Context: an optimization exercise on an open-source flow, tuned for small area and a short achievable clock period. The choices shown serve that exercise and are no tape-out recipe.
No functional check of the RTL was part of any run shown here.
Power and IR drop assume default switching activity.

## flow/design.v (module list and top-level ports; edited modules follow where they fit)
// module float_adder: 79 lines
// module float_mult: 546 lines
// module mul_fa: 6 lines
// module mul_ha: 6 lines
// module float_comp: 17 lines
// module float2int: 16 lines
// module int2float: 26 lines
// module float_ops: 25 lines
module float_ops(
	input         clk,
	input         rst_n,
	input  [31:0] add_a,
	input  [31:0] add_b,
	output [31:0] add_out,
	input  [31:0] mul_a,
	input  [31:0] mul_b,
	output [31:0] mul_out,
	input  [31:0] cmp_a,
	input  [31:0] cmp_b,
	output        cmp_gt,
	output        cmp_eq,
	output        cmp_lt,
	input  [31:0] f2i_in,
	output [31:0] f2i_out,
	input  [31:0] i2f_in,
	output [31:0] i2f_out
);
  // ...
==> flow/flow/run.sh <==
#!/bin/bash
# Own layout flow: the standard flow (standard synthesis unchanged), with
# the ports buffered by the smallest plain buffer instead of the default
# delay-cell buffer; timing repair upsizes it where a path needs it.
set -euo pipefail
export BUFFER_PORTS_ARGS="-buffer_cell sky130_fd_sc_hd__buf_1"
bash standard.sh finish > standard_flow.log 2>&1
==> flow/standard.sh <==
#!/bin/bash
# synth_recipe.tcl (not shown) runs the flow's synth.tcl, then flattens the netlist and writes it again
# the make line also repeats each setting of config.mk as NAME=value (left out here)
make -C /OpenROAD-flow-scripts/flow DESIGN_CONFIG=/design/flow/config.mk WORK_HOME=/design/flow/orfs CLKGATE_MAP_FILE= SYNTH_SCRIPT=/design/flow/synth_recipe.tcl "${@:-finish}"
==> flow/config.mk <==
export PLATFORM = sky130hd
export DESIGN_NAME = float_ops
export DESIGN_NICKNAME = float_ops
export VERILOG_FILES = /design/flow/design.v
export SDC_FILE = /design/flow/constraint.sdc
export NUM_CORES = 4
export LEC_CHECK = 0
export CAP_MARGIN = 20
export CORE_MARGIN = 2
export CORE_UTILIZATION = 40
export SETUP_SLACK_MARGIN = 5
export SLEW_MARGIN = 20
export SYNTH_HIERARCHICAL = 1
export SYNTH_MINIMUM_KEEP_SIZE = 0
==> flow/constraint.sdc <==
create_clock -name core_clock -period 10.0 [get_ports {clk}]
set_input_delay 2.0000 -clock core_clock [delete_from_list [all_inputs] [get_ports {clk}]]
set_output_delay 2.0000 -clock core_clock [all_outputs]
set_load 0.01 [all_outputs]
==> summary.txt, run 1 <==
Max Slew Vio Count=0; met2 WL post-DR=51,200 microns; Switching Fraction=44.1%; Placeable Area=90,400 sq um; initial DRC count=2,553; die height=307 microns; worst setup path start=add_a[26]; post-synthesis simple-gate area fraction=11.8%; total grt overflow=0; setup bufs post-CTS=0; maximum VDD drop=194 uV; Seq pwr share=22.7%; most frequent cells in the layout=396 x dfxtp_1, 382 x buf_1, 370 x xnor2_1; Cell Area, Synth=36,600 sq um; Top Metal Used=met5; global-route wire length before repair=174,000 microns; chip width=307 microns; most common cell after layout, fill and taps aside=dfxtp_1; GR Util met3=4.58%; ys flop type=dfxtp_1; M2 GR Usage=37.1%; nonclk buf count=466; Clock Power Share=17.4%; Synth Area in Compound Gates=18.9%; Data buffer area share=5.12%; total power draw=11.1 mW; worst path buffer plus inverter count=3; inverters=193; worst hold slack=0.325 ns; GPL Wtd Cong=0.930; Avg Synthesized Cell Area=9.13 sq um; Ys Warns=11; fin crit period=4.96 ns; Synth Area in XOR/XNOR=11.0%; most common cell in the synthesized netlist=dfxtp_1; startpoint class of the critical path=input port; CTS Sinks=400; Post-CTS Hold Buffers=0; CTS buffer count=49; Tcrit/Tclk final=49.6%; Post-DP HPWL=81,100 microns; pin count of the biggest net entering global routing=84; status=finished clean
==> module float2int, before the edit <==
module float2int(clk,rst_n,float_in,int_out);
input wire clk,rst_n;
input wire [31:0] float_in;
output wire [31:0] int_out;
wire [7:0]  e   = float_in[30:23];
wire [86:0] w   = {63'd0, 1'b1, float_in[22:0]} << e[5:0];
wire        mid = (e[7:6] == 2'b10) && (e[5:0] <= 6'd53);
wire [31:0] mag = mid ? w[53:22] : {31'd0, e == 8'd127};
reg        s_r;
reg [31:0] m_r;
always @(posedge clk) begin
	s_r <= float_in[31];
	m_r <= mag;
end
assign int_out = s_r ? (~m_r + 32'd1) : m_r;
endmodule
==> inputs of run 2 (changes only) <==
--- a/flow/design.v
+++ b/flow/design.v
@@ -662,11 +662,30 @@
 wire [31:0] mag = mid ? w[53:22] : {31'd0, e == 8'd127};
 reg        s_r;
 reg [31:0] m_r;
+reg [2:0]  any_r;
 always @(posedge clk) begin
-	s_r <= float_in[31];
-	m_r <= mag;
+	s_r   <= float_in[31];
+	m_r   <= mag;
+	any_r <= {|mag[23:16], |mag[15:8], |mag[7:0]};
 end
-assign int_out = s_r ? (~m_r + 32'd1) : m_r;
+wire [31:0] below;
+genvar i;
+generate for (i = 0; i < 32; i = i + 1) begin : g_below
+	if (i % 8 == 0) begin : g_first
+		if (i == 0) begin : g_zero
+			assign below[i] = 1'b0;
+		end else begin : g_lower
+			assign below[i] = |any_r[i/8-1:0];
+		end
+	end else begin : g_rest
+		if (i < 8) begin : g_byte0
+			assign below[i] = |m_r[i-1:0];
+		end else begin : g_upper
+			assign below[i] = (|m_r[i-1:(i/8)*8]) | (|any_r[i/8-1:0]);
+		end
+	end
+end endgenerate
+assign int_out = m_r ^ ({32{s_r}} & below);
 endmodule
 module int2float(clk,rst_n,int_in,float_out);
 input wire clk,rst_n;
==> summary.txt, run 2 <==
worst setup path category=input port to flop; Clock Power Share=16.2% (-1.2 points); Cell Area, Synth=37,100 sq um (+1.3%); power density over the cells=272 nW/um^2; Critical Path RT=10.52 ns; Hold Crit Start=u_add.bz0; Synth Instances=4,067; Clock Path Buffers=3; Regs by FF count=u_mul.ra1 x41, u_mul.rb1 x41, u_f2i.m_r x32; most common library cells after synthesis=403 x dfxtp_1, 363 x xnor2_1, 281 x a22oi_1, 274 x fa_1, 240 x nand2_1; H-Tree Depth=2; I/O pin count=389; CTS tree=done; sequential area share after synthesis=21.8%; startpoint class of the critical path=input port; Fillers=8,965; pin count of the biggest net entering global routing=78 (-7.1%); RSZ-0062 raised after global routing=true; endpoints failing hold=0; initial DRC count=3,044 (+19%); Max Clock Freq=209 MHz; CP arrival=5.30 ns; status=finished clean; number of synthesized flops with an enable pin=0; worst hold slack=0.321 ns (-0.00357 ns); ys flop type=dfxtp_1; DRC=0; post-synthesis simple-gate area fraction=12.2% (+0.44 points); die height=308 microns (+0.62%); Synth Area in Compound Gates=18.5% (-0.34 points); CTS root buf=clkbuf_16; CTS buffer count=47 (-4.1%); full die area=95,100 sq um; Final nets=5,006; vias in the first global route=30,800; Yosys cell types=108; Ys Warns=11 (unchanged); clk latency of the worst-skew pair=0.62 ns; Finished Cell Area=41,100 sq um; global-route wire length before repair=180,000 microns (+3.2%); clock-pin slew on the worst setup and hold paths=0.06 ns; Hold Crit Endpoint=u_add.bz1; measured slew at the worst slew-check pin=1.04 ns; Synth top area share=21.8%; total grt overflow=0 (unchanged); mux cell area share after synthesis=9.21%; FF-to-FF path depth=19; Synth area leader=dfxtp_1; Seq pwr share=22.5% (-0.2 points); most common cell in the synthesized netlist=dfxtp_1; Placeable Area=91,800 sq um (+1.5%); Post-Route WL=118,000 microns; FF+latch count, synth=403; gr usage total=24.1%; FF-to-FF Start=u_add.d0[1]; reg-to-reg endpoint=u_add.r1[24]; chip width=308 microns (+0.62%); Post-DP HPWL=84,400 microns (+4.2%); fin crit period=4.78 ns (-0.177 ns); Worst Hold Depth=0; post-DR vias/cell=5.73; CTS Sinks=403 (+0.75%); via count of the routed design=31,800; Final Util=44.8%; crit-path max FO=32; post-synthesis adder-cell area fraction=21.8%; Area Growth Syn to Fin=10.9%; post-detailed-placement cell area=39,400 sq um; GPL Wtd Cong=0.941 (+1.2%); R2R Setup Slk=5.23 ns; sequence of cells on the critical path=buf_1 > inv_1 > ha_1 > nand4_1 > nor2_1 > nand3_1 > nor4b_1 > nor2_4 > buf_12 > mux2_2 > xnor2_2 > o32ai_2 > buf_4 > nor3_1; Switching Fraction=45.3% (+1.2 points); Int Pwr=6.12 mW; slowest stage delay, CP=0.66 ns; Starting Density=40.4%; initial antenna violation count=11; most common cell after layout, fill and taps aside=dfxtp_1; Synth Area in XOR/XNOR=10.8% (-0.23 points); P_sw=5.07 mW; most frequent cells in the layout=401 x dfxtp_1, 384 x buf_1, 362 x xnor2_1; final setup violation count=0; post-route ant nets=0; Logic pwr share=61.4%; # rows=111; Slew headroom=29.5%; top post-synthesis cells by area=dfxtp_1 22%, fa_1 15%, xnor2_1 8.6%; Layout Skew=0.0298 ns; CP endpoint kind=flop; routed len/inst=21.2 microns; Worst path slowest cell=nor4b_1; layout cells sized above 1=8.64%; main combinational cell family by area after synthesis=adder cells; Tcrit/Tclk final=47.8% (-1.8 points); port buffer count=387; maximum VDD drop=251 uV (+29%); Max Slew Vio Count=0 (unchanged); async set-reset flop share out of synthesis=0%; Worst Hold Class=flop to flop; maxcap violations=0; Avg Synthesized Cell Area=9.12 sq um (-0.18%); Setup TNS=0 ns; Pleak=16.3 nW; Pre-antenna DRT Iters=8
run 2: power groups by stage:
stage               registers, mW  logic, mW  clock network [mW]
finish                       2.51       6.87                1.81
global route                 2.57       7.63                1.92
CTS                          2.51       6.84                1.87
detailed placement           2.55       6.77                   0
global placement             2.54       6.65                   0
floorplan                    2.43       4.61                   0
run 2: cell type report:
type / instances / area [sq um] / share of cell area [%]
antenna: 1 / 2.50 / 0.00608
timing repair inverter: 2 / 10.0 / 0.0243
multi-input combinational: 3146 / 27000 / 65.6
inverter: 194 / 736 / 1.79
clock inverter: 27 / 318 / 0.773
timing repair buffer: 474 / 2150 / 5.23
clock buffer: 59 / 1290 / 3.14
tap: 1243 / 1560 / 3.78
sequential: 403 / 8070 / 19.6
run 2: metal layers:
layer / part of all wire [%] / GRT usage, %
met5: 0.094 / 0
met1: 45 / 33.2
met2: 44 / 37.1
met3: 8.8 / 5.63
met4: 2.9 / 7.53
run 2: logic make-up after synthesis:
kind of cell / count (synthesis)
compound gates: 1008
simple gates: 909
buf+inv: 519
fa+ha+maj: 482
xor+xnor: 458
flops: 403
mux: 286
other cells: 2
run 2: per-module statistics from Yosys (local to each module, per instance), a selection:
module       copies in the design  flip-flops and latches  cell area (sq um)  cells inside
float2int                       1                      36               3400           389
mul_ha                         34                       0               12.5             1
float_adder                     1                     133              11200          1390
float_comp                      1                       2                898           117
float_mult                      1                     194              12200          1365
int2float                       1                      38               3830           514
mul_fa                        258                       0               20.0             1
run 2: timing repair:
item                                    4_1_cts  5_1_grt
cloned                                        1        2
hold buffers                                  0        0
pin swaps                                     0        1
resized for setup                             7       13
buffers inserted                              0        3
endpoints found under the setup margin       32       43
run 2: worst max-delay path: cells and delay by family:
kind,cells,cell delay [ns]
and+or+nand+nor,6,1.55
buffers and inverters,4,0.67
adders and majority gates,1,0.43
muxes,1,0.31
xor gates and xnor gates,1,0.20
AOI/OAI and AO/OA,1,0.12
run 2: per-stage QoR:
stage,std cells,power (mW),worst slack [ns]
detailed placement,5456,9.31,4.11
global placement,5456,9.19,4.15
CTS,5543,11.2,4.98
finish,5549,11.2,5.22
floorplan,4068,7.04,5.26
global route,5548,12.1,4.88
run 2: how the worst max path moves through the flow:
stage                start             to  slack [ns]  cells past startpoint
2_1_floorplan  u_add.d0[1]   u_add.r1[24]        5.26                     23
6_report         add_a[28]  u_add.fb0[13]        5.22                     14
3_3_place_gp     add_a[26]   u_add.fb0[7]        4.15                     15
5_1_grt        u_add.d0[1]   u_add.r1[25]        4.88                     19
4_1_cts        u_add.d0[0]   u_add.r1[24]        4.98                     22
3_5_place_dp     add_a[26]   u_add.fb0[0]        4.11                     15

-- port drivers added, routing unchanged --
How much do the figures lean on ideal ports? The routed layouts below were timed once more, with nothing changed but the port constraints. Step 1 (the two cells are an assumption about what drives the block):
set clk [get_ports {clk}]
set_driving_cell -lib_cell sky130_fd_sc_hd__clkbuf_16 $clk
set_driving_cell -lib_cell sky130_fd_sc_hd__buf_2 [delete_from_list [all_inputs] $clk]
Step 2 also shifts input and output timing later by t, the mid clock arrival at the registers, as if the neighbouring blocks saw the same clock. Three values: no drivers, after step 1, after step 2; two values: the first two.
run | t, ns | setup WS [ns] | worst register clock-pin slew, ns | worst data-port slew with drivers (ns) | cell pins on the clock port's net
run 1 | 0.686 | 5.042 / 5.023 / 4.392 | 0.07 / 0.07 | 0.14 | 1
run 2 | 0.675 | 5.220 / 5.228 / 4.590 | 0.07 / 0.07 | 0.10 | 1
After both steps every run listed still meets setup and hold. For run 1, which loses most, drivers alone change the setup slack by -0.019 ns; drivers and shift together by -0.650 ns.
